This is an optimization exercise on Yosys and OpenROAD, whose aim is small area, not a production implementation. Only simulation tests tie the RTL to the original design; equivalence was not proved.

==> flow/design.v (outline; a module is shown in full before it is edited, if it fits) <==
// module ha: 4 lines
// module fa: 4 lines
// module booth_enc: 9 lines
// module mac_col1: 1113 lines
// module mac_col2: 987 lines
// module mac_col3: 987 lines
// module top: 139 lines
module top(input clk,
           input rst_n,
           input weight_select,
           input [7:0] fmaps_in1,
           input [7:0] fmaps_in2,
           input [7:0] fmaps_in3,
           input [7:0] fmaps_in4,
           input [7:0] fmaps_in5,
           input [7:0] fmaps_in6,
           input [7:0] fmaps_in7,
           input [7:0] weight_in1,
           input [7:0] weight_in2,
           input [7:0] weight_in3,
           input [7:0] weight_in4,
           input [7:0] weight_in5,
           output [1:0] cs,
           output [1:0] we,
           output [4:0] fmaps_addr,
           output [5:0] weight_addr,
           output valid,
           output signed [20:0] acc);
  // ...
==> flow/run.sh <==
#!/bin/bash
# synth_recipe.tcl (not shown) runs the flow's synth.tcl, then flattens the netlist and writes it again
# the make line also repeats each setting of config.mk as NAME=value (left out here)
make -C /OpenROAD-flow-scripts/flow DESIGN_CONFIG=/design/flow/config.mk WORK_HOME=/design/flow/orfs CLKGATE_MAP_FILE= SYNTH_SCRIPT=/design/flow/synth_recipe.tcl finish
==> flow/config.mk <==
export PLATFORM = sky130hd
export DESIGN_NAME = top
export DESIGN_NICKNAME = top
export VERILOG_FILES = /design/flow/design.v
export SDC_FILE = /design/flow/constraint.sdc
export NUM_CORES = 4
export LEC_CHECK = 0
export CAP_MARGIN = 20
export CORE_MARGIN = 2
export CORE_UTILIZATION = 65
export CTS_BUF_LIST = sky130_fd_sc_hd__clkbuf_4 sky130_fd_sc_hd__clkbuf_8
export GPL_TIMING_DRIVEN = 0
export SLEW_MARGIN = 20
export SYNTH_HIERARCHICAL = 1
export SYNTH_MINIMUM_KEEP_SIZE = 0
==> flow/constraint.sdc <==
create_clock -name core_clock -period 7.0 [get_ports {clk}]
set_input_delay 1.4000 -clock core_clock [delete_from_list [all_inputs] [get_ports {clk}]]
set_output_delay 1.4000 -clock core_clock [all_outputs]
set_load 0.01 [all_outputs]
==> results.py, run 1 <==
metrics = {
    "timing": {
        "setup_slack_ps": -0.354,
        "drv_slew": 0,
        "finalSetupViolCount": 1,
        "relSlewSlack_pct": 23.6,
        "rsz0062_at_grt": "yes",
    },
    "critical_path": {
        "reg2reg_depth": 19,
        "cpPeakStageDelay_ps": 610,
        "cp.required_ps": 7550,
        "crit_chain": "nor2b_4, clkbuf_1, a22oi_1, xnor2_1, ha_1, fa_1, fa_1, fa_1, fa_1, fa_1, fa_1, fa_1, inv_1, fa_1, nor2b_1, o2111ai_2, a21boi_1, o21a_1, nor4_1",
        "worstSetupPathType": "reg -> reg",
        "r2r_start": "w2_1[1]$_DFF_P_",
    },
    "route": {
        "vias": 25100,
        "routed_via_density": 6.39,
        "dr_wl_met2_microns": 48200,
    },
    "finish": {
        "fin_cells": 3935,
        "syn_to_final_growth_pct": 10.7,
        "dominant_cells": "multi-input combinational cells",
        "comb.multi_input.count": 2285,
        "sh_seq_area_pct": 20.5,
    },
    "clock_network": {
        "cts-root-buf": "clkbuf_8",
        "postCtsSetupRepairBufs": 0,
    },
    "place": {
        "gp_congestion": 1.05,
        "dpl_worst_slack_ps": -1310,
    },
    "run_status": {
        "so_faults": "negative setup slack",
        "outcome": "finished with violations",
    },
    "synthesis": {
        "synthesis.area_sq_um": 34100,
        "synth_top_area_share_pct": 34.7,
        "synth_seq_cells": 362,
    },
    "floorplanning": {
        "fp.dieH_microns": 233,
        "core_area_sq_um": 51600,
    },
}
==> module mac_col1, before the edit <==
module mac_col1(input [7:0] W1,
    input [7:0] X1,
    input [3:0] ew2_one,
    input [3:0] ew2_two,
    input [3:0] ew2_neg,
    input [7:0] X2,
    input [3:0] ew3_one,
    input [3:0] ew3_two,
    input [3:0] ew3_neg,
    input [7:0] X3,
    input [3:0] ew4_one,
    input [3:0] ew4_two,
    input [3:0] ew4_neg,
    input [7:0] X4,
    input [3:0] ew5_one,
    input [3:0] ew5_two,
    input [3:0] ew5_neg,
    input [7:0] X5,
    input [20:0] base,
    output [20:0] sum);
    wire p1;
    assign p1 = W1[0] & X1[0];
    wire p2;
    assign p2 = W1[0] & X1[1];
    wire p3;
    assign p3 = W1[0] & X1[2];
    wire p4;
    assign p4 = W1[0] & X1[3];
    wire p5;
    assign p5 = W1[0] & X1[4];
    wire p6;
    assign p6 = W1[0] & X1[5];
    wire p7;
    assign p7 = W1[0] & X1[6];
    wire p8;
    assign p8 = ~(W1[0] & X1[7]);
    wire p9;
    assign p9 = W1[1] & X1[0];
    wire p10;
    assign p10 = W1[1] & X1[1];
    wire p11;
    assign p11 = W1[1] & X1[2];
    wire p12;
    assign p12 = W1[1] & X1[3];
    wire p13;
    assign p13 = W1[1] & X1[4];
    wire p14;
    assign p14 = W1[1] & X1[5];
    wire p15;
    assign p15 = W1[1] & X1[6];
    wire p16;
    assign p16 = ~(W1[1] & X1[7]);
    wire p17;
    assign p17 = W1[2] & X1[0];
    wire p18;
    assign p18 = W1[2] & X1[1];
    wire p19;
    assign p19 = W1[2] & X1[2];
    wire p20;
    assign p20 = W1[2] & X1[3];
    wire p21;
    assign p21 = W1[2] & X1[4];
    wire p22;
    assign p22 = W1[2] & X1[5];
    wire p23;
    assign p23 = W1[2] & X1[6];
    wire p24;
    assign p24 = ~(W1[2] & X1[7]);
    wire p25;
    assign p25 = W1[3] & X1[0];
    wire p26;
    assign p26 = W1[3] & X1[1];
    wire p27;
    assign p27 = W1[3] & X1[2];
    wire p28;
    assign p28 = W1[3] & X1[3];
    wire p29;
    assign p29 = W1[3] & X1[4];
    wire p30;
    assign p30 = W1[3] & X1[5];
    wire p31;
    assign p31 = W1[3] & X1[6];
    wire p32;
    assign p32 = ~(W1[3] & X1[7]);
    wire p33;
    assign p33 = W1[4] & X1[0];
    wire p34;
    assign p34 = W1[4] & X1[1];
    wire p35;
    assign p35 = W1[4] & X1[2];
    wire p36;
    assign p36 = W1[4] & X1[3];
    wire p37;
    assign p37 = W1[4] & X1[4];
    wire p38;
    assign p38 = W1[4] & X1[5];
    wire p39;
    assign p39 = W1[4] & X1[6];
    wire p40;
    assign p40 = ~(W1[4] & X1[7]);
    wire p41;
    assign p41 = W1[5] & X1[0];
    wire p42;
    assign p42 = W1[5] & X1[1];
    wire p43;
    assign p43 = W1[5] & X1[2];
    wire p44;
    assign p44 = W1[5] & X1[3];
    wire p45;
    assign p45 = W1[5] & X1[4];
    wire p46;
    assign p46 = W1[5] & X1[5];
    wire p47;
    assign p47 = W1[5] & X1[6];
    wire p48;
    assign p48 = ~(W1[5] & X1[7]);
    wire p49;
    assign p49 = W1[6] & X1[0];
    wire p50;
    assign p50 = W1[6] & X1[1];
    wire p51;
    assign p51 = W1[6] & X1[2];
    wire p52;
    assign p52 = W1[6] & X1[3];
    wire p53;
    assign p53 = W1[6] & X1[4];
    wire p54;
    assign p54 = W1[6] & X1[5];
    wire p55;
    assign p55 = W1[6] & X1[6];
    wire p56;
    assign p56 = ~(W1[6] & X1[7]);
    wire p57;
    assign p57 = ~(W1[7] & X1[0]);
    wire p58;
    assign p58 = ~(W1[7] & X1[1]);
    wire p59;
    assign p59 = ~(W1[7] & X1[2]);
    wire p60;
    assign p60 = ~(W1[7] & X1[3]);
    wire p61;
    assign p61 = ~(W1[7] & X1[4]);
    wire p62;
    assign p62 = ~(W1[7] & X1[5]);
    wire p63;
    assign p63 = ~(W1[7] & X1[6]);
    wire p64;
    assign p64 = W1[7] & X1[7];
    wire b65;
    assign b65 = (ew2_one[0] & X2[0]) ^ ew2_neg[0];
    wire b66;
    assign b66 = ((ew2_one[0] & X2[1]) | (ew2_two[0] & X2[0])) ^ ew2_neg[0];
    wire b67;
    assign b67 = ((ew2_one[0] & X2[2]) | (ew2_two[0] & X2[1])) ^ ew2_neg[0];
    wire b68;
    assign b68 = ((ew2_one[0] & X2[3]) | (ew2_two[0] & X2[2])) ^ ew2_neg[0];
    wire b69;
    assign b69 = ((ew2_one[0] & X2[4]) | (ew2_two[0] & X2[3])) ^ ew2_neg[0];
    wire b70;
    assign b70 = ((ew2_one[0] & X2[5]) | (ew2_two[0] & X2[4])) ^ ew2_neg[0];
    wire b71;
    assign b71 = ((ew2_one[0] & X2[6]) | (ew2_two[0] & X2[5])) ^ ew2_neg[0];
    wire b72;
    assign b72 = ((ew2_one[0] & X2[7]) | (ew2_two[0] & X2[6])) ^ ew2_neg[0];
    wire b73;
    assign b73 = ~(((ew2_one[0] | ew2_two[0]) & X2[7]) ^ ew2_neg[0]);
    wire b74;
    assign b74 = (ew2_one[1] & X2[0]) ^ ew2_neg[1];
    wire b75;
    assign b75 = ((ew2_one[1] & X2[1]) | (ew2_two[1] & X2[0])) ^ ew2_neg[1];
    wire b76;
    assign b76 = ((ew2_one[1] & X2[2]) | (ew2_two[1] & X2[1])) ^ ew2_neg[1];
    wire b77;
    assign b77 = ((ew2_one[1] & X2[3]) | (ew2_two[1] & X2[2])) ^ ew2_neg[1];
    wire b78;
    assign b78 = ((ew2_one[1] & X2[4]) | (ew2_two[1] & X2[3])) ^ ew2_neg[1];
    wire b79;
    assign b79 = ((ew2_one[1] & X2[5]) | (ew2_two[1] & X2[4])) ^ ew2_neg[1];
    wire b80;
    assign b80 = ((ew2_one[1] & X2[6]) | (ew2_two[1] & X2[5])) ^ ew2_neg[1];
    wire b81;
    assign b81 = ((ew2_one[1] & X2[7]) | (ew2_two[1] & X2[6])) ^ ew2_neg[1];
    wire b82;
    assign b82 = ~(((ew2_one[1] | ew2_two[1]) & X2[7]) ^ ew2_neg[1]);
    wire b83;
    assign b83 = (ew2_one[2] & X2[0]) ^ ew2_neg[2];
    wire b84;
    assign b84 = ((ew2_one[2] & X2[1]) | (ew2_two[2] & X2[0])) ^ ew2_neg[2];
    wire b85;
    assign b85 = ((ew2_one[2] & X2[2]) | (ew2_two[2] & X2[1])) ^ ew2_neg[2];
    wire b86;
    assign b86 = ((ew2_one[2] & X2[3]) | (ew2_two[2] & X2[2])) ^ ew2_neg[2];
    wire b87;
    assign b87 = ((ew2_one[2] & X2[4]) | (ew2_two[2] & X2[3])) ^ ew2_neg[2];
    wire b88;
    assign b88 = ((ew2_one[2] & X2[5]) | (ew2_two[2] & X2[4])) ^ ew2_neg[2];
    wire b89;
    assign b89 = ((ew2_one[2] & X2[6]) | (ew2_two[2] & X2[5])) ^ ew2_neg[2];
    wire b90;
    assign b90 = ((ew2_one[2] & X2[7]) | (ew2_two[2] & X2[6])) ^ ew2_neg[2];
    wire b91;
    assign b91 = ~(((ew2_one[2] | ew2_two[2]) & X2[7]) ^ ew2_neg[2]);
    wire b92;
    assign b92 = (ew2_one[3] & X2[0]) ^ ew2_neg[3];
    wire b93;
    assign b93 = ((ew2_one[3] & X2[1]) | (ew2_two[3] & X2[0])) ^ ew2_neg[3];
    wire b94;
    assign b94 = ((ew2_one[3] & X2[2]) | (ew2_two[3] & X2[1])) ^ ew2_neg[3];
    wire b95;
    assign b95 = ((ew2_one[3] & X2[3]) | (ew2_two[3] & X2[2])) ^ ew2_neg[3];
    wire b96;
    assign b96 = ((ew2_one[3] & X2[4]) | (ew2_two[3] & X2[3])) ^ ew2_neg[3];
    wire b97;
    assign b97 = ((ew2_one[3] & X2[5]) | (ew2_two[3] & X2[4])) ^ ew2_neg[3];
    wire b98;
    assign b98 = ((ew2_one[3] & X2[6]) | (ew2_two[3] & X2[5])) ^ ew2_neg[3];
    wire b99;
    assign b99 = ((ew2_one[3] & X2[7]) | (ew2_two[3] & X2[6])) ^ ew2_neg[3];
    wire b100;
    assign b100 = ~(((ew2_one[3] | ew2_two[3]) & X2[7]) ^ ew2_neg[3]);
    wire b101;
    assign b101 = (ew3_one[0] & X3[0]) ^ ew3_neg[0];
    wire b102;
    assign b102 = ((ew3_one[0] & X3[1]) | (ew3_two[0] & X3[0])) ^ ew3_neg[0];
    wire b103;
    assign b103 = ((ew3_one[0] & X3[2]) | (ew3_two[0] & X3[1])) ^ ew3_neg[0];
    wire b104;
    assign b104 = ((ew3_one[0] & X3[3]) | (ew3_two[0] & X3[2])) ^ ew3_neg[0];
    wire b105;
    assign b105 = ((ew3_one[0] & X3[4]) | (ew3_two[0] & X3[3])) ^ ew3_neg[0];
    wire b106;
    assign b106 = ((ew3_one[0] & X3[5]) | (ew3_two[0] & X3[4])) ^ ew3_neg[0];
    wire b107;
    assign b107 = ((ew3_one[0] & X3[6]) | (ew3_two[0] & X3[5])) ^ ew3_neg[0];
    wire b108;
    assign b108 = ((ew3_one[0] & X3[7]) | (ew3_two[0] & X3[6])) ^ ew3_neg[0];
    wire b109;
    assign b109 = ~(((ew3_one[0] | ew3_two[0]) & X3[7]) ^ ew3_neg[0]);
    wire b110;
    assign b110 = (ew3_one[1] & X3[0]) ^ ew3_neg[1];
    wire b111;
    assign b111 = ((ew3_one[1] & X3[1]) | (ew3_two[1] & X3[0])) ^ ew3_neg[1];
    wire b112;
    assign b112 = ((ew3_one[1] & X3[2]) | (ew3_two[1] & X3[1])) ^ ew3_neg[1];
    wire b113;
    assign b113 = ((ew3_one[1] & X3[3]) | (ew3_two[1] & X3[2])) ^ ew3_neg[1];
    wire b114;
    assign b114 = ((ew3_one[1] & X3[4]) | (ew3_two[1] & X3[3])) ^ ew3_neg[1];
    wire b115;
    assign b115 = ((ew3_one[1] & X3[5]) | (ew3_two[1] & X3[4])) ^ ew3_neg[1];
    wire b116;
    assign b116 = ((ew3_one[1] & X3[6]) | (ew3_two[1] & X3[5])) ^ ew3_neg[1];
    wire b117;
    assign b117 = ((ew3_one[1] & X3[7]) | (ew3_two[1] & X3[6])) ^ ew3_neg[1];
    wire b118;
    assign b118 = ~(((ew3_one[1] | ew3_two[1]) & X3[7]) ^ ew3_neg[1]);
    wire b119;
    assign b119 = (ew3_one[2] & X3[0]) ^ ew3_neg[2];
    wire b120;
    assign b120 = ((ew3_one[2] & X3[1]) | (ew3_two[2] & X3[0])) ^ ew3_neg[2];
    wire b121;
    assign b121 = ((ew3_one[2] & X3[2]) | (ew3_two[2] & X3[1])) ^ ew3_neg[2];
    wire b122;
    assign b122 = ((ew3_one[2] & X3[3]) | (ew3_two[2] & X3[2])) ^ ew3_neg[2];
    wire b123;
    assign b123 = ((ew3_one[2] & X3[4]) | (ew3_two[2] & X3[3])) ^ ew3_neg[2];
    wire b124;
    assign b124 = ((ew3_one[2] & X3[5]) | (ew3_two[2] & X3[4])) ^ ew3_neg[2];
    wire b125;
    assign b125 = ((ew3_one[2] & X3[6]) | (ew3_two[2] & X3[5])) ^ ew3_neg[2];
    wire b126;
    assign b126 = ((ew3_one[2] & X3[7]) | (ew3_two[2] & X3[6])) ^ ew3_neg[2];
    wire b127;
    assign b127 = ~(((ew3_one[2] | ew3_two[2]) & X3[7]) ^ ew3_neg[2]);
    wire b128;
    assign b128 = (ew3_one[3] & X3[0]) ^ ew3_neg[3];
    wire b129;
    assign b129 = ((ew3_one[3] & X3[1]) | (ew3_two[3] & X3[0])) ^ ew3_neg[3];
    wire b130;
    assign b130 = ((ew3_one[3] & X3[2]) | (ew3_two[3] & X3[1])) ^ ew3_neg[3];
    wire b131;
    assign b131 = ((ew3_one[3] & X3[3]) | (ew3_two[3] & X3[2])) ^ ew3_neg[3];
    wire b132;
    assign b132 = ((ew3_one[3] & X3[4]) | (ew3_two[3] & X3[3])) ^ ew3_neg[3];
    wire b133;
    assign b133 = ((ew3_one[3] & X3[5]) | (ew3_two[3] & X3[4])) ^ ew3_neg[3];
    wire b134;
    assign b134 = ((ew3_one[3] & X3[6]) | (ew3_two[3] & X3[5])) ^ ew3_neg[3];
    wire b135;
    assign b135 = ((ew3_one[3] & X3[7]) | (ew3_two[3] & X3[6])) ^ ew3_neg[3];
    wire b136;
    assign b136 = ~(((ew3_one[3] | ew3_two[3]) & X3[7]) ^ ew3_neg[3]);
    wire b137;
    assign b137 = (ew4_one[0] & X4[0]) ^ ew4_neg[0];
    wire b138;
    assign b138 = ((ew4_one[0] & X4[1]) | (ew4_two[0] & X4[0])) ^ ew4_neg[0];
    wire b139;
    assign b139 = ((ew4_one[0] & X4[2]) | (ew4_two[0] & X4[1])) ^ ew4_neg[0];
    wire b140;
    assign b140 = ((ew4_one[0] & X4[3]) | (ew4_two[0] & X4[2])) ^ ew4_neg[0];
    wire b141;
    assign b141 = ((ew4_one[0] & X4[4]) | (ew4_two[0] & X4[3])) ^ ew4_neg[0];
    wire b142;
    assign b142 = ((ew4_one[0] & X4[5]) | (ew4_two[0] & X4[4])) ^ ew4_neg[0];
    wire b143;
    assign b143 = ((ew4_one[0] & X4[6]) | (ew4_two[0] & X4[5])) ^ ew4_neg[0];
    wire b144;
    assign b144 = ((ew4_one[0] & X4[7]) | (ew4_two[0] & X4[6])) ^ ew4_neg[0];
    wire b145;
    assign b145 = ~(((ew4_one[0] | ew4_two[0]) & X4[7]) ^ ew4_neg[0]);
    wire b146;
    assign b146 = (ew4_one[1] & X4[0]) ^ ew4_neg[1];
    wire b147;
    assign b147 = ((ew4_one[1] & X4[1]) | (ew4_two[1] & X4[0])) ^ ew4_neg[1];
    wire b148;
    assign b148 = ((ew4_one[1] & X4[2]) | (ew4_two[1] & X4[1])) ^ ew4_neg[1];
    wire b149;
    assign b149 = ((ew4_one[1] & X4[3]) | (ew4_two[1] & X4[2])) ^ ew4_neg[1];
    wire b150;
    assign b150 = ((ew4_one[1] & X4[4]) | (ew4_two[1] & X4[3])) ^ ew4_neg[1];
    wire b151;
    assign b151 = ((ew4_one[1] & X4[5]) | (ew4_two[1] & X4[4])) ^ ew4_neg[1];
    wire b152;
    assign b152 = ((ew4_one[1] & X4[6]) | (ew4_two[1] & X4[5])) ^ ew4_neg[1];
    wire b153;
    assign b153 = ((ew4_one[1] & X4[7]) | (ew4_two[1] & X4[6])) ^ ew4_neg[1];
    wire b154;
    assign b154 = ~(((ew4_one[1] | ew4_two[1]) & X4[7]) ^ ew4_neg[1]);
    wire b155;
    assign b155 = (ew4_one[2] & X4[0]) ^ ew4_neg[2];
    wire b156;
    assign b156 = ((ew4_one[2] & X4[1]) | (ew4_two[2] & X4[0])) ^ ew4_neg[2];
    wire b157;
    assign b157 = ((ew4_one[2] & X4[2]) | (ew4_two[2] & X4[1])) ^ ew4_neg[2];
    wire b158;
    assign b158 = ((ew4_one[2] & X4[3]) | (ew4_two[2] & X4[2])) ^ ew4_neg[2];
    wire b159;
    assign b159 = ((ew4_one[2] & X4[4]) | (ew4_two[2] & X4[3])) ^ ew4_neg[2];
    wire b160;
    assign b160 = ((ew4_one[2] & X4[5]) | (ew4_two[2] & X4[4])) ^ ew4_neg[2];
    wire b161;
    assign b161 = ((ew4_one[2] & X4[6]) | (ew4_two[2] & X4[5])) ^ ew4_neg[2];
    wire b162;
    assign b162 = ((ew4_one[2] & X4[7]) | (ew4_two[2] & X4[6])) ^ ew4_neg[2];
    wire b163;
    assign b163 = ~(((ew4_one[2] | ew4_two[2]) & X4[7]) ^ ew4_neg[2]);
    wire b164;
    assign b164 = (ew4_one[3] & X4[0]) ^ ew4_neg[3];
    wire b165;
    assign b165 = ((ew4_one[3] & X4[1]) | (ew4_two[3] & X4[0])) ^ ew4_neg[3];
    wire b166;
    assign b166 = ((ew4_one[3] & X4[2]) | (ew4_two[3] & X4[1])) ^ ew4_neg[3];
    wire b167;
    assign b167 = ((ew4_one[3] & X4[3]) | (ew4_two[3] & X4[2])) ^ ew4_neg[3];
    wire b168;
    assign b168 = ((ew4_one[3] & X4[4]) | (ew4_two[3] & X4[3])) ^ ew4_neg[3];
    wire b169;
    assign b169 = ((ew4_one[3] & X4[5]) | (ew4_two[3] & X4[4])) ^ ew4_neg[3];
    wire b170;
    assign b170 = ((ew4_one[3] & X4[6]) | (ew4_two[3] & X4[5])) ^ ew4_neg[3];
    wire b171;
    assign b171 = ((ew4_one[3] & X4[7]) | (ew4_two[3] & X4[6])) ^ ew4_neg[3];
    wire b172;
    assign b172 = ~(((ew4_one[3] | ew4_two[3]) & X4[7]) ^ ew4_neg[3]);
    wire b173;
    assign b173 = (ew5_one[0] & X5[0]) ^ ew5_neg[0];
    wire b174;
    assign b174 = ((ew5_one[0] & X5[1]) | (ew5_two[0] & X5[0])) ^ ew5_neg[0];
    wire b175;
    assign b175 = ((ew5_one[0] & X5[2]) | (ew5_two[0] & X5[1])) ^ ew5_neg[0];
    wire b176;
    assign b176 = ((ew5_one[0] & X5[3]) | (ew5_two[0] & X5[2])) ^ ew5_neg[0];
    wire b177;
    assign b177 = ((ew5_one[0] & X5[4]) | (ew5_two[0] & X5[3])) ^ ew5_neg[0];
    wire b178;
    assign b178 = ((ew5_one[0] & X5[5]) | (ew5_two[0] & X5[4])) ^ ew5_neg[0];
    wire b179;
    assign b179 = ((ew5_one[0] & X5[6]) | (ew5_two[0] & X5[5])) ^ ew5_neg[0];
    wire b180;
    assign b180 = ((ew5_one[0] & X5[7]) | (ew5_two[0] & X5[6])) ^ ew5_neg[0];
    wire b181;
    assign b181 = ~(((ew5_one[0] | ew5_two[0]) & X5[7]) ^ ew5_neg[0]);
    wire b182;
    assign b182 = (ew5_one[1] & X5[0]) ^ ew5_neg[1];
    wire b183;
    assign b183 = ((ew5_one[1] & X5[1]) | (ew5_two[1] & X5[0])) ^ ew5_neg[1];
    wire b184;
    assign b184 = ((ew5_one[1] & X5[2]) | (ew5_two[1] & X5[1])) ^ ew5_neg[1];
    wire b185;
    assign b185 = ((ew5_one[1] & X5[3]) | (ew5_two[1] & X5[2])) ^ ew5_neg[1];
    wire b186;
    assign b186 = ((ew5_one[1] & X5[4]) | (ew5_two[1] & X5[3])) ^ ew5_neg[1];
    wire b187;
    assign b187 = ((ew5_one[1] & X5[5]) | (ew5_two[1] & X5[4])) ^ ew5_neg[1];
    wire b188;
    assign b188 = ((ew5_one[1] & X5[6]) | (ew5_two[1] & X5[5])) ^ ew5_neg[1];
    wire b189;
    assign b189 = ((ew5_one[1] & X5[7]) | (ew5_two[1] & X5[6])) ^ ew5_neg[1];
    wire b190;
    assign b190 = ~(((ew5_one[1] | ew5_two[1]) & X5[7]) ^ ew5_neg[1]);
    wire b191;
    assign b191 = (ew5_one[2] & X5[0]) ^ ew5_neg[2];
    wire b192;
    assign b192 = ((ew5_one[2] & X5[1]) | (ew5_two[2] & X5[0])) ^ ew5_neg[2];
    wire b193;
    assign b193 = ((ew5_one[2] & X5[2]) | (ew5_two[2] & X5[1])) ^ ew5_neg[2];
    wire b194;
    assign b194 = ((ew5_one[2] & X5[3]) | (ew5_two[2] & X5[2])) ^ ew5_neg[2];
    wire b195;
    assign b195 = ((ew5_one[2] & X5[4]) | (ew5_two[2] & X5[3])) ^ ew5_neg[2];
    wire b196;
    assign b196 = ((ew5_one[2] & X5[5]) | (ew5_two[2] & X5[4])) ^ ew5_neg[2];
    wire b197;
    assign b197 = ((ew5_one[2] & X5[6]) | (ew5_two[2] & X5[5])) ^ ew5_neg[2];
    wire b198;
    assign b198 = ((ew5_one[2] & X5[7]) | (ew5_two[2] & X5[6])) ^ ew5_neg[2];
    wire b199;
    assign b199 = ~(((ew5_one[2] | ew5_two[2]) & X5[7]) ^ ew5_neg[2]);
    wire b200;
    assign b200 = (ew5_one[3] & X5[0]) ^ ew5_neg[3];
    wire b201;
    assign b201 = ((ew5_one[3] & X5[1]) | (ew5_two[3] & X5[0])) ^ ew5_neg[3];
    wire b202;
    assign b202 = ((ew5_one[3] & X5[2]) | (ew5_two[3] & X5[1])) ^ ew5_neg[3];
    wire b203;
    assign b203 = ((ew5_one[3] & X5[3]) | (ew5_two[3] & X5[2])) ^ ew5_neg[3];
    wire b204;
    assign b204 = ((ew5_one[3] & X5[4]) | (ew5_two[3] & X5[3])) ^ ew5_neg[3];
    wire b205;
    assign b205 = ((ew5_one[3] & X5[5]) | (ew5_two[3] & X5[4])) ^ ew5_neg[3];
    wire b206;
    assign b206 = ((ew5_one[3] & X5[6]) | (ew5_two[3] & X5[5])) ^ ew5_neg[3];
    wire b207;
    assign b207 = ((ew5_one[3] & X5[7]) | (ew5_two[3] & X5[6])) ^ ew5_neg[3];
    wire b208;
    assign b208 = ~(((ew5_one[3] | ew5_two[3]) & X5[7]) ^ ew5_neg[3]);
    wire s209;
    wire c210;
    fa us209 (.a(ew2_neg[2]), .b(ew3_neg[2]), .c(ew4_neg[2]), .s(s209), .co(c210));
    wire s211;
    wire c212;
    ha us211 (.a(ew5_neg[2]), .b(base[4]), .s(s211), .co(c212));
    wire s213;
    wire c214;
    fa us213 (.a(base[5]), .b(p13), .c(p20), .s(s213), .co(c214));
    wire s215;
    wire c216;
    fa us215 (.a(ew2_neg[3]), .b(ew3_neg[3]), .c(ew4_neg[3]), .s(s215), .co(c216));
    wire s217;
    wire c218;
    fa us217 (.a(ew5_neg[3]), .b(base[6]), .c(p14), .s(s217), .co(c218));
    wire s219;
    wire c220;
    fa us219 (.a(p21), .b(p28), .c(p35), .s(s219), .co(c220));
    wire s221;
    wire c222;
    fa us221 (.a(p42), .b(p49), .c(p7), .s(s221), .co(c222));
    wire s223;
    wire c224;
    fa us223 (.a(b107), .b(b114), .c(b121), .s(s223), .co(c224));
    wire s225;
    wire c226;
    fa us225 (.a(base[7]), .b(p15), .c(p22), .s(s225), .co(c226));
    wire s227;
    wire c228;
    fa us227 (.a(p29), .b(p36), .c(p43), .s(s227), .co(c228));
    wire s229;
    wire c230;
    fa us229 (.a(p50), .b(p57), .c(p8), .s(s229), .co(c230));
    wire s231;
    wire c232;
    fa us231 (.a(b108), .b(b115), .c(b122), .s(s231), .co(c232));
    wire s233;
    wire c234;
    fa us233 (.a(b129), .b(b144), .c(b151), .s(s233), .co(c234));
    wire s235;
    wire c236;
    ha us235 (.a(b158), .b(b165), .s(s235), .co(c236));
    wire s237;
    wire c238;
    fa us237 (.a(base[8]), .b(p16), .c(p23), .s(s237), .co(c238));
    wire s239;
    wire c240;
    fa us239 (.a(p30), .b(p37), .c(p44), .s(s239), .co(c240));
    wire s241;
    wire c242;
    fa us241 (.a(p51), .b(p58), .c(b109), .s(s241), .co(c242));
    wire s243;
    wire c244;
    fa us243 (.a(b116), .b(b123), .c(b130), .s(s243), .co(c244));
    wire s245;
    wire c246;
    fa us245 (.a(b145), .b(b152), .c(b159), .s(s245), .co(c246));
    wire s247;
    wire c248;
    ha us247 (.a(b166), .b(b181), .s(s247), .co(c248));
    wire s249;
    wire c250;
    fa us249 (.a(base[9]), .b(p24), .c(p31), .s(s249), .co(c250));
    wire s251;
    wire c252;
    fa us251 (.a(p38), .b(p45), .c(p52), .s(s251), .co(c252));
    wire s253;
    wire c254;
    fa us253 (.a(p59), .b(b117), .c(b124), .s(s253), .co(c254));
    wire s255;
    wire c256;
    fa us255 (.a(base[10]), .b(p32), .c(p39), .s(s255), .co(c256));
    wire s257;
    wire c258;
    fa us257 (.a(ew2_neg[1]), .b(ew3_neg[1]), .c(ew4_neg[1]), .s(s257), .co(c258));
    wire s259;
    wire c260;
    ha us259 (.a(ew5_neg[1]), .b(base[2]), .s(s259), .co(c260));
    wire s261;
    wire c262;
    fa us261 (.a(base[3]), .b(p11), .c(p18), .s(s261), .co(c262));
    wire s263;
    wire c264;
    fa us263 (.a(s209), .b(s211), .c(p12), .s(s263), .co(c264));
    wire s265;
    wire c266;
    fa us265 (.a(p19), .b(p26), .c(p33), .s(s265), .co(c266));
    wire s267;
    wire c268;
    fa us267 (.a(p5), .b(b105), .c(b112), .s(s267), .co(c268));
    wire s269;
    wire c270;
    ha us269 (.a(b119), .b(b141), .s(s269), .co(c270));
    wire s271;
    wire c272;
    fa us271 (.a(c210), .b(c212), .c(p27), .s(s271), .co(c272));
    wire s273;
    wire c274;
    fa us273 (.a(p34), .b(p41), .c(p6), .s(s273), .co(c274));
    wire s275;
    wire c276;
    fa us275 (.a(b106), .b(b113), .c(b120), .s(s275), .co(c276));
    wire s277;
    wire c278;
    fa us277 (.a(b142), .b(b149), .c(b156), .s(s277), .co(c278));
    wire s279;
    wire c280;
    fa us279 (.a(b178), .b(b185), .c(b192), .s(s279), .co(c280));
    wire s281;
    wire c282;
    fa us281 (.a(s215), .b(b128), .c(b143), .s(s281), .co(c282));
    wire s283;
    wire c284;
    fa us283 (.a(b150), .b(b157), .c(b164), .s(s283), .co(c284));
    wire s285;
    wire c286;
    fa us285 (.a(b179), .b(b186), .c(b193), .s(s285), .co(c286));
    wire s287;
    wire c288;
    fa us287 (.a(b200), .b(b71), .c(b78), .s(s287), .co(c288));
    wire s289;
    wire c290;
    fa us289 (.a(b85), .b(b92), .c(c214), .s(s289), .co(c290));
    wire s291;
    wire c292;
    ha us291 (.a(s217), .b(s219), .s(s291), .co(c292));
    wire s293;
    wire c294;
    fa us293 (.a(c216), .b(b180), .c(b187), .s(s293), .co(c294));
    wire s295;
    wire c296;
    fa us295 (.a(b194), .b(b201), .c(b72), .s(s295), .co(c296));
    wire s297;
    wire c298;
    fa us297 (.a(b79), .b(b86), .c(b93), .s(s297), .co(c298));
    wire s299;
    wire c300;
    fa us299 (.a(c218), .b(c220), .c(c222), .s(s299), .co(c300));
    wire s301;
    wire c302;
    fa us301 (.a(s235), .b(c224), .c(s225), .s(s301), .co(c302));
    wire s303;
    wire c304;
    fa us303 (.a(s227), .b(s229), .c(s231), .s(s303), .co(c304));
    wire s305;
    wire c306;
    fa us305 (.a(b188), .b(b195), .c(b202), .s(s305), .co(c306));
    wire s307;
    wire c308;
    fa us307 (.a(b73), .b(b80), .c(b87), .s(s307), .co(c308));
    wire s309;
    wire c310;
    fa us309 (.a(b94), .b(c236), .c(c226), .s(s309), .co(c310));
    wire s311;
    wire c312;
    fa us311 (.a(c228), .b(c230), .c(s247), .s(s311), .co(c312));
    wire s313;
    wire c314;
    fa us313 (.a(c232), .b(c234), .c(s237), .s(s313), .co(c314));
    wire s315;
    wire c316;
    fa us315 (.a(s239), .b(s241), .c(s243), .s(s315), .co(c316));
    wire s317;
    wire c318;
    fa us317 (.a(b131), .b(b153), .c(b160), .s(s317), .co(c318));
    wire s319;
    wire c320;
    fa us319 (.a(b167), .b(b189), .c(b196), .s(s319), .co(c320));
    wire s321;
    wire c322;
    fa us321 (.a(b203), .b(b81), .c(b88), .s(s321), .co(c322));
    wire s323;
    wire c324;
    fa us323 (.a(b95), .b(c248), .c(c238), .s(s323), .co(c324));
    wire s325;
    wire c326;
    fa us325 (.a(c240), .b(c242), .c(c244), .s(s325), .co(c326));
    wire s327;
    wire c328;
    fa us327 (.a(c246), .b(s249), .c(s251), .s(s327), .co(c328));
    wire s329;
    wire c330;
    fa us329 (.a(p46), .b(p53), .c(p60), .s(s329), .co(c330));
    wire s331;
    wire c332;
    fa us331 (.a(b118), .b(b125), .c(b132), .s(s331), .co(c332));
    wire s333;
    wire c334;
    fa us333 (.a(b154), .b(b161), .c(b168), .s(s333), .co(c334));
    wire s335;
    wire c336;
    fa us335 (.a(b190), .b(b197), .c(b204), .s(s335), .co(c336));
    wire s337;
    wire c338;
    fa us337 (.a(b82), .b(b89), .c(b96), .s(s337), .co(c338));
    wire s339;
    wire c340;
    fa us339 (.a(c250), .b(c252), .c(c254), .s(s339), .co(c340));
    wire s341;
    wire c342;
    fa us341 (.a(base[11]), .b(p40), .c(p47), .s(s341), .co(c342));
    wire s343;
    wire c344;
    fa us343 (.a(p54), .b(p61), .c(b126), .s(s343), .co(c344));
    wire s345;
    wire c346;
    fa us345 (.a(b133), .b(b162), .c(b169), .s(s345), .co(c346));
    wire s347;
    wire c348;
    ha us347 (.a(b198), .b(b205), .s(s347), .co(c348));
    wire s349;
    wire c350;
    fa us349 (.a(base[12]), .b(p48), .c(p55), .s(s349), .co(c350));
    wire s351;
    wire c352;
    ha us351 (.a(p62), .b(b127), .s(s351), .co(c352));
    wire s353;
    wire c354;
    ha us353 (.a(ew2_neg[0]), .b(ew3_neg[0]), .s(s353), .co(c354));
    wire s355;
    wire c356;
    fa us355 (.a(s257), .b(s259), .c(p10), .s(s355), .co(c356));
    wire s357;
    wire c358;
    fa us357 (.a(p17), .b(p3), .c(b103), .s(s357), .co(c358));
    wire s359;
    wire c360;
    fa us359 (.a(c258), .b(c260), .c(p25), .s(s359), .co(c360));
    wire s361;
    wire c362;
    fa us361 (.a(p4), .b(b104), .c(b111), .s(s361), .co(c362));
    wire s363;
    wire c364;
    fa us363 (.a(b140), .b(b147), .c(b176), .s(s363), .co(c364));
    wire s365;
    wire c366;
    fa us365 (.a(b148), .b(b155), .c(b177), .s(s365), .co(c366));
    wire s367;
    wire c368;
    fa us367 (.a(b184), .b(b191), .c(b69), .s(s367), .co(c368));
    wire s369;
    wire c370;
    fa us369 (.a(b76), .b(b83), .c(c262), .s(s369), .co(c370));
    wire s371;
    wire c372;
    ha us371 (.a(s269), .b(s263), .s(s371), .co(c372));
    wire s373;
    wire c374;
    fa us373 (.a(b70), .b(b77), .c(b84), .s(s373), .co(c374));
    wire s375;
    wire c376;
    fa us375 (.a(c270), .b(c264), .c(c266), .s(s375), .co(c376));
    wire s377;
    wire c378;
    fa us377 (.a(c268), .b(s213), .c(s271), .s(s377), .co(c378));
    wire s379;
    wire c380;
    fa us379 (.a(s273), .b(s275), .c(s277), .s(s379), .co(c380));
    wire s381;
    wire c382;
    fa us381 (.a(c272), .b(c274), .c(c276), .s(s381), .co(c382));
    wire s383;
    wire c384;
    fa us383 (.a(c278), .b(c280), .c(s221), .s(s383), .co(c384));
    wire s385;
    wire c386;
    fa us385 (.a(s223), .b(s281), .c(s283), .s(s385), .co(c386));
    wire s387;
    wire c388;
    fa us387 (.a(s285), .b(s287), .c(s291), .s(s387), .co(c388));
    wire s389;
    wire c390;
    fa us389 (.a(c282), .b(c284), .c(c286), .s(s389), .co(c390));
    wire s391;
    wire c392;
    fa us391 (.a(c288), .b(s233), .c(s293), .s(s391), .co(c392));
    wire s393;
    wire c394;
    fa us393 (.a(s295), .b(s297), .c(c290), .s(s393), .co(c394));
    wire s395;
    wire c396;
    fa us395 (.a(c292), .b(s299), .c(s301), .s(s395), .co(c396));
    wire s397;
    wire c398;
    fa us397 (.a(c294), .b(c296), .c(c298), .s(s397), .co(c398));
    wire s399;
    wire c400;
    fa us399 (.a(s245), .b(s305), .c(s307), .s(s399), .co(c400));
    wire s401;
    wire c402;
    fa us401 (.a(c300), .b(c302), .c(s309), .s(s401), .co(c402));
    wire s403;
    wire c404;
    fa us403 (.a(s311), .b(c304), .c(s313), .s(s403), .co(c404));
    wire s405;
    wire c406;
    fa us405 (.a(c306), .b(c308), .c(s253), .s(s405), .co(c406));
    wire s407;
    wire c408;
    fa us407 (.a(s317), .b(s319), .c(s321), .s(s407), .co(c408));
    wire s409;
    wire c410;
    fa us409 (.a(c310), .b(c312), .c(c314), .s(s409), .co(c410));
    wire s411;
    wire c412;
    fa us411 (.a(s323), .b(c316), .c(s325), .s(s411), .co(c412));
    wire s413;
    wire c414;
    fa us413 (.a(c318), .b(c320), .c(c322), .s(s413), .co(c414));
    wire s415;
    wire c416;
    fa us415 (.a(s255), .b(s329), .c(s331), .s(s415), .co(c416));
    wire s417;
    wire c418;
    fa us417 (.a(s333), .b(s335), .c(s337), .s(s417), .co(c418));
    wire s419;
    wire c420;
    fa us419 (.a(c324), .b(c326), .c(c328), .s(s419), .co(c420));
    wire s421;
    wire c422;
    fa us421 (.a(b90), .b(b97), .c(c256), .s(s421), .co(c422));
    wire s423;
    wire c424;
    fa us423 (.a(c330), .b(s347), .c(c332), .s(s423), .co(c424));
    wire s425;
    wire c426;
    fa us425 (.a(c334), .b(c336), .c(c338), .s(s425), .co(c426));
    wire s427;
    wire c428;
    fa us427 (.a(s341), .b(s343), .c(s345), .s(s427), .co(c428));
    wire s429;
    wire c430;
    fa us429 (.a(b134), .b(b163), .c(b170), .s(s429), .co(c430));
    wire s431;
    wire c432;
    fa us431 (.a(b199), .b(b206), .c(b91), .s(s431), .co(c432));
    wire s433;
    wire c434;
    fa us433 (.a(b98), .b(c348), .c(c342), .s(s433), .co(c434));
    wire s435;
    wire c436;
    fa us435 (.a(s351), .b(c344), .c(c346), .s(s435), .co(c436));
    wire s437;
    wire c438;
    fa us437 (.a(base[13]), .b(p56), .c(p63), .s(s437), .co(c438));
    wire s439;
    wire c440;
    fa us439 (.a(b135), .b(b171), .c(b207), .s(s439), .co(c440));
    wire s441;
    wire c442;
    fa us441 (.a(ew4_neg[0]), .b(ew5_neg[0]), .c(base[0]), .s(s441), .co(c442));
    wire s443;
    wire c444;
    ha us443 (.a(s353), .b(p1), .s(s443), .co(c444));
    wire s445;
    wire c446;
    fa us445 (.a(base[1]), .b(c354), .c(p2), .s(s445), .co(c446));
    wire s447;
    wire c448;
    fa us447 (.a(p9), .b(b102), .c(b138), .s(s447), .co(c448));
    wire s449;
    wire c450;
    fa us449 (.a(b110), .b(b139), .c(b146), .s(s449), .co(c450));
    wire s451;
    wire c452;
    fa us451 (.a(b175), .b(b182), .c(b67), .s(s451), .co(c452));
    wire s453;
    wire c454;
    ha us453 (.a(b74), .b(s355), .s(s453), .co(c454));
    wire s455;
    wire c456;
    fa us455 (.a(b183), .b(b68), .c(b75), .s(s455), .co(c456));
    wire s457;
    wire c458;
    fa us457 (.a(c356), .b(c358), .c(s261), .s(s457), .co(c458));
    wire s459;
    wire c460;
    fa us459 (.a(s359), .b(s361), .c(s363), .s(s459), .co(c460));
    wire s461;
    wire c462;
    fa us461 (.a(c360), .b(c362), .c(c364), .s(s461), .co(c462));
    wire s463;
    wire c464;
    fa us463 (.a(s265), .b(s267), .c(s365), .s(s463), .co(c464));
    wire s465;
    wire c466;
    fa us465 (.a(s367), .b(s371), .c(s369), .s(s465), .co(c466));
    wire s467;
    wire c468;
    fa us467 (.a(c366), .b(c368), .c(s279), .s(s467), .co(c468));
    wire s469;
    wire c470;
    fa us469 (.a(s373), .b(c370), .c(c372), .s(s469), .co(c470));
    wire s471;
    wire c472;
    fa us471 (.a(s375), .b(s377), .c(s379), .s(s471), .co(c472));
    wire s473;
    wire c474;
    fa us473 (.a(c374), .b(c376), .c(c378), .s(s473), .co(c474));
    wire s475;
    wire c476;
    fa us475 (.a(s289), .b(c380), .c(s381), .s(s475), .co(c476));
    wire s477;
    wire c478;
    fa us477 (.a(s383), .b(s385), .c(s387), .s(s477), .co(c478));
    wire s479;
    wire c480;
    fa us479 (.a(c382), .b(c384), .c(c386), .s(s479), .co(c480));
    wire s481;
    wire c482;
    fa us481 (.a(s389), .b(s303), .c(s391), .s(s481), .co(c482));
    wire s483;
    wire c484;
    fa us483 (.a(c388), .b(s393), .c(s395), .s(s483), .co(c484));
    wire s485;
    wire c486;
    fa us485 (.a(c390), .b(c392), .c(s397), .s(s485), .co(c486));
    wire s487;
    wire c488;
    fa us487 (.a(s315), .b(s399), .c(c394), .s(s487), .co(c488));
    wire s489;
    wire c490;
    fa us489 (.a(c396), .b(s401), .c(s403), .s(s489), .co(c490));
    wire s491;
    wire c492;
    fa us491 (.a(c398), .b(c400), .c(s327), .s(s491), .co(c492));
    wire s493;
    wire c494;
    fa us493 (.a(s405), .b(s407), .c(c402), .s(s493), .co(c494));
    wire s495;
    wire c496;
    fa us495 (.a(c404), .b(s409), .c(s411), .s(s495), .co(c496));
    wire s497;
    wire c498;
    fa us497 (.a(c406), .b(c408), .c(s339), .s(s497), .co(c498));
    wire s499;
    wire c500;
    fa us499 (.a(s413), .b(s415), .c(s417), .s(s499), .co(c500));
    wire s501;
    wire c502;
    fa us501 (.a(c410), .b(c412), .c(s419), .s(s501), .co(c502));
    wire s503;
    wire c504;
    fa us503 (.a(c340), .b(c414), .c(s421), .s(s503), .co(c504));
    wire s505;
    wire c506;
    fa us505 (.a(c416), .b(c418), .c(s423), .s(s505), .co(c506));
    wire s507;
    wire c508;
    fa us507 (.a(s425), .b(s427), .c(c420), .s(s507), .co(c508));
    wire s509;
    wire c510;
    fa us509 (.a(s349), .b(s429), .c(s431), .s(s509), .co(c510));
    wire s511;
    wire c512;
    fa us511 (.a(c422), .b(c424), .c(c426), .s(s511), .co(c512));
    wire s513;
    wire c514;
    fa us513 (.a(s433), .b(c428), .c(s435), .s(s513), .co(c514));
    wire s515;
    wire c516;
    fa us515 (.a(b99), .b(c352), .c(c350), .s(s515), .co(c516));
    wire s517;
    wire c518;
    fa us517 (.a(c430), .b(c432), .c(s437), .s(s517), .co(c518));
    wire s519;
    wire c520;
    fa us519 (.a(s439), .b(c434), .c(c436), .s(s519), .co(c520));
    wire s521;
    wire c522;
    fa us521 (.a(base[14]), .b(p64), .c(b100), .s(s521), .co(c522));
    wire s523;
    wire c524;
    fa us523 (.a(b136), .b(b172), .c(b208), .s(s523), .co(c524));
    wire s525;
    wire c526;
    ha us525 (.a(c438), .b(c440), .s(s525), .co(c526));
    wire s527;
    wire c528;
    fa us527 (.a(s441), .b(b101), .c(b137), .s(s527), .co(c528));
    wire s529;
    wire c530;
    fa us529 (.a(c442), .b(b174), .c(b66), .s(s529), .co(c530));
    wire s531;
    wire c532;
    ha us531 (.a(c444), .b(s445), .s(s531), .co(c532));
    wire s533;
    wire c534;
    fa us533 (.a(c446), .b(c448), .c(s357), .s(s533), .co(c534));
    wire s535;
    wire c536;
    fa us535 (.a(s449), .b(s451), .c(s453), .s(s535), .co(c536));
    wire s537;
    wire c538;
    fa us537 (.a(c450), .b(c452), .c(s455), .s(s537), .co(c538));
    wire s539;
    wire c540;
    fa us539 (.a(c454), .b(s457), .c(s459), .s(s539), .co(c540));
    wire s541;
    wire c542;
    fa us541 (.a(c456), .b(c458), .c(c460), .s(s541), .co(c542));
    wire s543;
    wire c544;
    fa us543 (.a(s461), .b(s463), .c(s465), .s(s543), .co(c544));
    wire s545;
    wire c546;
    fa us545 (.a(c462), .b(c464), .c(s467), .s(s545), .co(c546));
    wire s547;
    wire c548;
    fa us547 (.a(c466), .b(s469), .c(s471), .s(s547), .co(c548));
    wire s549;
    wire c550;
    fa us549 (.a(c468), .b(c470), .c(s473), .s(s549), .co(c550));
    wire s551;
    wire c552;
    fa us551 (.a(c472), .b(s475), .c(s477), .s(s551), .co(c552));
    wire s553;
    wire c554;
    fa us553 (.a(c474), .b(c476), .c(s479), .s(s553), .co(c554));
    wire s555;
    wire c556;
    fa us555 (.a(s481), .b(c478), .c(s483), .s(s555), .co(c556));
    wire s557;
    wire c558;
    fa us557 (.a(c480), .b(c482), .c(s485), .s(s557), .co(c558));
    wire s559;
    wire c560;
    fa us559 (.a(s487), .b(c484), .c(s489), .s(s559), .co(c560));
    wire s561;
    wire c562;
    fa us561 (.a(c486), .b(s491), .c(c488), .s(s561), .co(c562));
    wire s563;
    wire c564;
    fa us563 (.a(s493), .b(c490), .c(s495), .s(s563), .co(c564));
    wire s565;
    wire c566;
    fa us565 (.a(c492), .b(s497), .c(s499), .s(s565), .co(c566));
    wire s567;
    wire c568;
    fa us567 (.a(c494), .b(c496), .c(s501), .s(s567), .co(c568));
    wire s569;
    wire c570;
    fa us569 (.a(c498), .b(s503), .c(c500), .s(s569), .co(c570));
    wire s571;
    wire c572;
    fa us571 (.a(s505), .b(c502), .c(s507), .s(s571), .co(c572));
    wire s573;
    wire c574;
    fa us573 (.a(s509), .b(c504), .c(c506), .s(s573), .co(c574));
    wire s575;
    wire c576;
    fa us575 (.a(s511), .b(s513), .c(c508), .s(s575), .co(c576));
    wire s577;
    wire c578;
    fa us577 (.a(s515), .b(c510), .c(s517), .s(s577), .co(c578));
    wire s579;
    wire c580;
    fa us579 (.a(c512), .b(c514), .c(s519), .s(s579), .co(c580));
    wire s581;
    wire c582;
    fa us581 (.a(s521), .b(s523), .c(c516), .s(s581), .co(c582));
    wire s583;
    wire c584;
    fa us583 (.a(s525), .b(c518), .c(c520), .s(s583), .co(c584));
    wire s585;
    wire c586;
    fa us585 (.a(base[15]), .b(c522), .c(c524), .s(s585), .co(c586));
    wire s587;
    wire c588;
    ha us587 (.a(b173), .b(b65), .s(s587), .co(c588));
    wire s589;
    wire c590;
    fa us589 (.a(c528), .b(s447), .c(s529), .s(s589), .co(c590));
    wire s591;
    wire c592;
    fa us591 (.a(c530), .b(c532), .c(s533), .s(s591), .co(c592));
    wire s593;
    wire c594;
    fa us593 (.a(c534), .b(s537), .c(c536), .s(s593), .co(c594));
    wire s595;
    wire c596;
    fa us595 (.a(c538), .b(c540), .c(s541), .s(s595), .co(c596));
    wire s597;
    wire c598;
    fa us597 (.a(c542), .b(s545), .c(c544), .s(s597), .co(c598));
    wire s599;
    wire c600;
    fa us599 (.a(c546), .b(s549), .c(c548), .s(s599), .co(c600));
    wire s601;
    wire c602;
    fa us601 (.a(c550), .b(s553), .c(c552), .s(s601), .co(c602));
    wire s603;
    wire c604;
    fa us603 (.a(c554), .b(s557), .c(c556), .s(s603), .co(c604));
    wire s605;
    wire c606;
    fa us605 (.a(c558), .b(s561), .c(c560), .s(s605), .co(c606));
    wire s607;
    wire c608;
    fa us607 (.a(c562), .b(s565), .c(c564), .s(s607), .co(c608));
    wire s609;
    wire c610;
    fa us609 (.a(c566), .b(s569), .c(c568), .s(s609), .co(c610));
    wire s611;
    wire c612;
    fa us611 (.a(c570), .b(s573), .c(s575), .s(s611), .co(c612));
    wire s613;
    wire c614;
    fa us613 (.a(s577), .b(c574), .c(s579), .s(s613), .co(c614));
    wire s615;
    wire c616;
    fa us615 (.a(s581), .b(c578), .c(c580), .s(s615), .co(c616));
    wire s617;
    wire c618;
    fa us617 (.a(c526), .b(s585), .c(c582), .s(s617), .co(c618));
    wire s619;
    wire c620;
    ha us619 (.a(s443), .b(s587), .s(s619), .co(c620));
    wire s621;
    wire c622;
    fa us621 (.a(c588), .b(s531), .c(s589), .s(s621), .co(c622));
    wire s623;
    wire c624;
    fa us623 (.a(c590), .b(s535), .c(s591), .s(s623), .co(c624));
    wire s625;
    wire c626;
    fa us625 (.a(c592), .b(s539), .c(s593), .s(s625), .co(c626));
    wire s627;
    wire c628;
    fa us627 (.a(c594), .b(s543), .c(s595), .s(s627), .co(c628));
    wire s629;
    wire c630;
    fa us629 (.a(c596), .b(s547), .c(s597), .s(s629), .co(c630));
    wire s631;
    wire c632;
    fa us631 (.a(c598), .b(s551), .c(s599), .s(s631), .co(c632));
    wire s633;
    wire c634;
    fa us633 (.a(c600), .b(s555), .c(s601), .s(s633), .co(c634));
    wire s635;
    wire c636;
    fa us635 (.a(s559), .b(c602), .c(s603), .s(s635), .co(c636));
    wire s637;
    wire c638;
    fa us637 (.a(s563), .b(c604), .c(s605), .s(s637), .co(c638));
    wire s639;
    wire c640;
    fa us639 (.a(s567), .b(c606), .c(s607), .s(s639), .co(c640));
    wire s641;
    wire c642;
    fa us641 (.a(s571), .b(c608), .c(s609), .s(s641), .co(c642));
    wire s643;
    wire c644;
    fa us643 (.a(c572), .b(s611), .c(c610), .s(s643), .co(c644));
    wire s645;
    wire c646;
    fa us645 (.a(c576), .b(s613), .c(c612), .s(s645), .co(c646));
    wire s647;
    wire c648;
    fa us647 (.a(s583), .b(c614), .c(s615), .s(s647), .co(c648));
    wire s649;
    wire c650;
    fa us649 (.a(c584), .b(s617), .c(c616), .s(s649), .co(c650));
    wire s651;
    wire c652;
    fa us651 (.a(base[16]), .b(c586), .c(c618), .s(s651), .co(c652));
    wire [20:0] ra = {base[20], base[19], base[18], c652, c650, c648, c646, c644, c642, c640, c638, c636, c634, c632, c630, c628, c626, c624, c622, c620, s619};
    wire [20:0] rb = {1'b0, 1'b0, 1'b0, base[17], s651, s649, s647, s645, s643, s641, s639, s637, s635, s633, s631, s629, s627, s625, s623, s621, s527};
    wire [5:0] rc;
    assign rc[0] = 1'b0;
    fa ucpa0 (.a(ra[0]), .b(rb[0]), .c(rc[0]), .s(sum[0]), .co(rc[1]));
    fa ucpa1 (.a(ra[1]), .b(rb[1]), .c(rc[1]), .s(sum[1]), .co(rc[2]));
    fa ucpa2 (.a(ra[2]), .b(rb[2]), .c(rc[2]), .s(sum[2]), .co(rc[3]));
    fa ucpa3 (.a(ra[3]), .b(rb[3]), .c(rc[3]), .s(sum[3]), .co(rc[4]));
    fa ucpa4 (.a(ra[4]), .b(rb[4]), .c(rc[4]), .s(sum[4]), .co(rc[5]));
    assign sum[20:5] = ra[20:5] + rb[20:5] + rc[5];
endmodule
==> run 2: changes to the inputs <==
--- a/flow/design.v
+++ b/flow/design.v
@@ -1114,24 +1114,17 @@
     wire s649;
     wire c650;
     fa us649 (.a(c584), .b(s617), .c(c616), .s(s649), .co(c650));
     wire s651;
     wire c652;
     fa us651 (.a(base[16]), .b(c586), .c(c618), .s(s651), .co(c652));
     wire [20:0] ra = {base[20], base[19], base[18], c652, c650, c648, c646, c644, c642, c640, c638, c636, c634, c632, c630, c628, c626, c624, c622, c620, s619};
     wire [20:0] rb = {1'b0, 1'b0, 1'b0, base[17], s651, s649, s647, s645, s643, s641, s639, s637, s635, s633, s631, s629, s627, s625, s623, s621, s527};
-    wire [5:0] rc;
-    assign rc[0] = 1'b0;
-    fa ucpa0 (.a(ra[0]), .b(rb[0]), .c(rc[0]), .s(sum[0]), .co(rc[1]));
-    fa ucpa1 (.a(ra[1]), .b(rb[1]), .c(rc[1]), .s(sum[1]), .co(rc[2]));
-    fa ucpa2 (.a(ra[2]), .b(rb[2]), .c(rc[2]), .s(sum[2]), .co(rc[3]));
-    fa ucpa3 (.a(ra[3]), .b(rb[3]), .c(rc[3]), .s(sum[3]), .co(rc[4]));
-    fa ucpa4 (.a(ra[4]), .b(rb[4]), .c(rc[4]), .s(sum[4]), .co(rc[5]));
-    assign sum[20:5] = ra[20:5] + rb[20:5] + rc[5];
+    assign sum = ra + rb;
 endmodule
 module mac_col2(input [3:0] ex2_one,
     input [3:0] ex2_two,
     input [3:0] ex2_neg,
     input [7:0] W1,
     input [3:0] ew2_one,
     input [3:0] ew2_two,
     input [3:0] ew2_neg,
@@ -2101,24 +2094,17 @@
     wire s573;
     wire c574;
     fa us573 (.a(s541), .b(c508), .c(c540), .s(s573), .co(c574));
     wire s575;
     wire c576;
     fa us575 (.a(base[16]), .b(c510), .c(c542), .s(s575), .co(c576));
     wire [20:0] ra = {base[20], base[19], base[18], c576, c574, c572, c570, c568, c566, c564, c562, c560, c558, c556, c554, c552, c550, c548, c546, c544, s543};
     wire [20:0] rb = {1'b0, 1'b0, 1'b0, base[17], s575, s573, s571, s569, s567, s565, s563, s561, s559, s557, s555, s553, s551, s549, s547, s545, s511};
-    wire [5:0] rc;
-    assign rc[0] = 1'b0;
-    fa ucpa0 (.a(ra[0]), .b(rb[0]), .c(rc[0]), .s(sum[0]), .co(rc[1]));
-    fa ucpa1 (.a(ra[1]), .b(rb[1]), .c(rc[1]), .s(sum[1]), .co(rc[2]));
-    fa ucpa2 (.a(ra[2]), .b(rb[2]), .c(rc[2]), .s(sum[2]), .co(rc[3]));
-    fa ucpa3 (.a(ra[3]), .b(rb[3]), .c(rc[3]), .s(sum[3]), .co(rc[4]));
-    fa ucpa4 (.a(ra[4]), .b(rb[4]), .c(rc[4]), .s(sum[4]), .co(rc[5]));
-    assign sum[20:5] = ra[20:5] + rb[20:5] + rc[5];
+    assign sum = ra + rb;
 endmodule
 module mac_col3(input [3:0] ex3_one,
     input [3:0] ex3_two,
     input [3:0] ex3_neg,
     input [7:0] W1,
     input [3:0] ew2_one,
     input [3:0] ew2_two,
     input [3:0] ew2_neg,
@@ -3088,24 +3074,17 @@
     wire s573;
     wire c574;
     fa us573 (.a(s541), .b(c508), .c(c540), .s(s573), .co(c574));
     wire s575;
     wire c576;
     fa us575 (.a(base[16]), .b(c510), .c(c542), .s(s575), .co(c576));
     wire [20:0] ra = {base[20], base[19], base[18], c576, c574, c572, c570, c568, c566, c564, c562, c560, c558, c556, c554, c552, c550, c548, c546, c544, s543};
     wire [20:0] rb = {1'b0, 1'b0, 1'b0, base[17], s575, s573, s571, s569, s567, s565, s563, s561, s559, s557, s555, s553, s551, s549, s547, s545, s511};
-    wire [5:0] rc;
-    assign rc[0] = 1'b0;
-    fa ucpa0 (.a(ra[0]), .b(rb[0]), .c(rc[0]), .s(sum[0]), .co(rc[1]));
-    fa ucpa1 (.a(ra[1]), .b(rb[1]), .c(rc[1]), .s(sum[1]), .co(rc[2]));
-    fa ucpa2 (.a(ra[2]), .b(rb[2]), .c(rc[2]), .s(sum[2]), .co(rc[3]));
-    fa ucpa3 (.a(ra[3]), .b(rb[3]), .c(rc[3]), .s(sum[3]), .co(rc[4]));
-    fa ucpa4 (.a(ra[4]), .b(rb[4]), .c(rc[4]), .s(sum[4]), .co(rc[5]));
-    assign sum[20:5] = ra[20:5] + rb[20:5] + rc[5];
+    assign sum = ra + rb;
 endmodule
 module top(input clk,
            input rst_n,
            input weight_select,
            input [7:0] fmaps_in1,
            input [7:0] fmaps_in2,
            input [7:0] fmaps_in3,
            input [7:0] fmaps_in4,
==> flow/config.mk (replaced) <==
export PLATFORM = sky130hd
export DESIGN_NAME = top
export DESIGN_NICKNAME = top
export VERILOG_FILES = /design/flow/design.v
export SDC_FILE = /design/flow/constraint.sdc
export NUM_CORES = 4
export LEC_CHECK = 0
export CAP_MARGIN = 20
export CORE_MARGIN = 2
export CORE_UTILIZATION = 65
export SLEW_MARGIN = 20
export SYNTH_HIERARCHICAL = 1
export SYNTH_MINIMUM_KEEP_SIZE = 0
==> run 2 against run 1 <==
  * The run now finishes clean
  * Synthesized cell count is 1.8% higher
  * Final area is 3.0% higher
==> results.py, run 2 <==
metrics = {
    "place": {
        "dpl_worst_slack_ps": -263,
        "place.port_buffers": 133,
        "placedCellCount": 3845,
        "gp_congestion": 1.16,
        "dp_hpwl_microns": 93200,
        "placedInstanceArea_sq_um": 37500,
    },
    "clock_network": {
        "cts-root-buf": "clkbuf_16",
        "cts_tree": "yes",
        "clk_latency_ps": 620,
        "clk_pin_slew_ps": 70,
        "cts_made_buffers": 38,
        "postCtsSetupRepairBufs": 0,
        "cts_max_level": 2,
        "cts.sinks": 362,
        "hold_buffers": 0,
        "cts_buffer_depth": 3,
    },
    "run_status": {
        "outcome": "finished clean",
    },
    "timing": {
        "tightest_slew_ps": 1140,
        "rsz0062_at_grt": "no",
        "drv_slew": 0,
        "skew_ps": 65.2,
        "holdWs_ps": 287,
        "setup_slack_ps": 253,
        "max_freq_ghz": 0.148,
        "finalCritPeriodShare_pct": 96.4,
        "finalSetupViolCount": 0,
        "hold_viol_final": 0,
        "fin_crit_ps": 6750,
        "relSlewSlack_pct": 23.3,
    },
    "finish": {
        "layout_common_cells": "573 x fa_1, 485 x xnor2_1, 393 x a22oi_1",
        "nFillCells": 3459,
        "final_common_cell": "fa_1",
        "drive_above_1_share_pct": 14.1,
        "syn_to_final_growth_pct": 13.3,
        "final_cell_area_sq_um": 38900,
        "regArea_sq_um": 7750,
        "fin_cells": 3919,
        "multi_input_area_sq_um": 25200,
        "finalNetCount": 3977,
    },
    "global_routing": {
        "grt_max_degree": 90,
        "grt.overflow.total": 0,
        "grt_pass1_wl_microns": 182000,
        "first_global_vias": 28400,
        "antenna_found_initial": 6,
        "grt.total_usage_pct": 46.6,
    },
    "route": {
        "drtAntennaViolNets": 0,
        "routed_via_density": 6.76,
        "drtIter0Drc": 3378,
        "wl_per_cell_microns": 31.4,
        "vias": 26500,
        "drt_first_pass_iters": 8,
        "wirelength_microns": 123000,
        "drc": 0,
    },
    "synthesis": {
        "synth_ff_type": "dfxtp_1",
        "yosys_warnings": 7,
        "synthTopCellsByCount": "573 x fa_1, 485 x xnor2_1, 393 x a22oi_1",
        "synth_edf_count": 0,
        "yosys.area.top_type": "fa_1",
        "synthesis.area_sq_um": 34300,
        "yosysMostFrequentCell": "fa_1",
        "synth_top_area_share_pct": 33.4,
        "synth_seq_cells": 362,
        "synth.distinct_cells": 71,
        "async_flop_share_pct": 26.2,
        "seq_area_frac_synth_pct": 22.5,
        "synthCells": 3073,
        "synth_area_per_cell_sq_um": 11.2,
        "synthTopCellsByArea": "fa_1 33%, dfxtp_1 16%, xnor2_1 12%",
    },
    "critical_path": {
        "path_buf_inv": 3,
        "cpPeakStageDelay_ps": 540,
        "crit_chain": "clkdlybuf4s50_1, buf_4, buf_4, and2_1, fa_1, fa_1, fa_1, fa_1, fa_1, fa_1, fa_1, ha_1, a21oi_1, o21ai_0, or4_1, a31o_1, a21oi_2, xnor2_1",
        "crit_slowest_cell": "clkdlybuf4s50_1",
        "crit_fanout": 4,
        "worstSetupPathType": "in -> reg",
        "critPathCaptureType": "flip-flop",
        "cpMostUsedCell": "fa_1",
        "cp.required_ps": 7500,
        "arrival_ps": 7240,
        "setup.worst_path.start_class": "primary input",
        "crit_family": "adder cells",
    },
    "floorplanning": {
        "die-area_sq_um": 54700,
        "io_pins": 136,
        "start_util_pct": 65.6,
        "fp.dieW_microns": 234,
        "core_area_sq_um": 52300,
        "fp.dieH_microns": 234,
        "rows": 84,
    },
    "hold_path": {
        "hp-class": "reg -> reg",
    },
    "run": {
        "cap_violations": 0,
    },
}
run 2: changes by cell type in the layout (fill, tap and decap cells not counted), sizes merged, moves of 7 or more:
cell / delta
o21ai: +8
clkdlybuf4s50: +11
a21oi: +18
nand2: +15
fa: -18
ha: +18
clkbuf: -308
buf: +222
xnor2: +14
nor2: +13
a21o: +7
run 2: kinds of logic (layout without fill, tap and decap cells):
logic type,after synthesis,count (layout),share of synthesized area [%]
adder cells (fa/ha/maj),681,681,37.4
AO/OA/AOI/OAI,650,650,13.3
XOR/XNOR,580,580,14.8
AND/OR/NAND/NOR,387,387,6.01
flip-flops,362,362,22.5
buffers and inverters,362,515,4.42
multiplexers,49,49,1.59
other,2,7,0.0219
run 2: layout make-up:
type                    instances  area share, %
inverters                      34          0.328
multi-input cells            2350           64.9
repair buffers                411           9.18
well taps                     688           2.21
clock inverters                21          0.762
diodes                          4         0.0257
flip-flops and latches        362           19.9
clock buffers                  49           2.65
run 2: path summary, 6_finish.rpt:
kind | startpoint | endpoint | slack [ps] | cells past startpoint
min in group asynchronous | rst_n | waddr1[5]$_DFFE_PN0P_ | 610 | 1
max reg2reg | w3_2[3]$_DFF_P_ | s1[17]$_DFF_P_ | 270 | 19
min reg2reg | w4_2[2]$_DFF_P_ | w4_3[2]$_DFF_P_ | 290 | 0
max in group asynchronous | rst_n | worken$_DFF_PN0_ | 5370 | 2
min | w4_2[2]$_DFF_P_ | w4_3[2]$_DFF_P_ | 290 | 0
max | weight_in1[3] | s1[16]$_DFF_P_ | 250 | 18
run 2: layer usage:
layer	wire (microns)	up-vias	GRT usage, %
met4	11300	6	33.4
met3	16300	715	17.2
met2	54300	2213	70.5
li1	-	10500	-
met5	70	-	0.804
met1	41000	13100	54.9
run 2: through the flow:
stage	setup TNS (ps)	util, %
2_1_floorplan	0	-
3_3_place_gp	-2380	71.7
3_5_place_dp	-3490	71.7
4_1_cts	0	74.3
5_1_grt	0	74.3
6_report	0	74.3
run 2: Yosys stat by module (local to each module, per instance):
module	cell area, sq um	copies in the design	flip-flops and latches
top	9580	1	362
mac_col1	3810	1	0
mac_col3	4080	1	0
booth_enc	124	6	0
ha	12.5	48	0
fa	20.0	570	0
mac_col2	4100	1	0
run 2: repair_timing:
item                                   CTS  global route
setup endpoints to repair                0             5
endpoints found under the hold margin    0             0
gates resized for setup                  0             3

-- separate check: timing with driven ports --
The flow's constraints put no driver on any port. The routed layouts listed below were extracted and timed again, unchanged, in two steps.
Step 1 (the two cells are an assumption about what drives the block):
set clk [get_ports {clk}]
set_driving_cell -lib_cell sky130_fd_sc_hd__clkbuf_16 $clk
set_driving_cell -lib_cell sky130_fd_sc_hd__buf_2 [delete_from_list [all_inputs] $clk]
Step 2 moves the port delays by t, midway between the first and last clock arrival at a register: inputs arrive t later, outputs are due t later. That takes back most of the time a late clock gives input paths.
Slacks: ideal ports / drivers / drivers and shift; pairs: ideal ports / drivers.
run	t (ns)	setup WS [ns]	worst data-port slew with drivers (ns)
run 1	0.739	0.000 / 0.000 / -0.677	0.05
run 2	0.651	0.253 / 0.269 / -0.357	0.06
For run 1, which loses most, drivers alone change the setup slack by 0.000 ns; drivers and shift together by -0.677 ns.
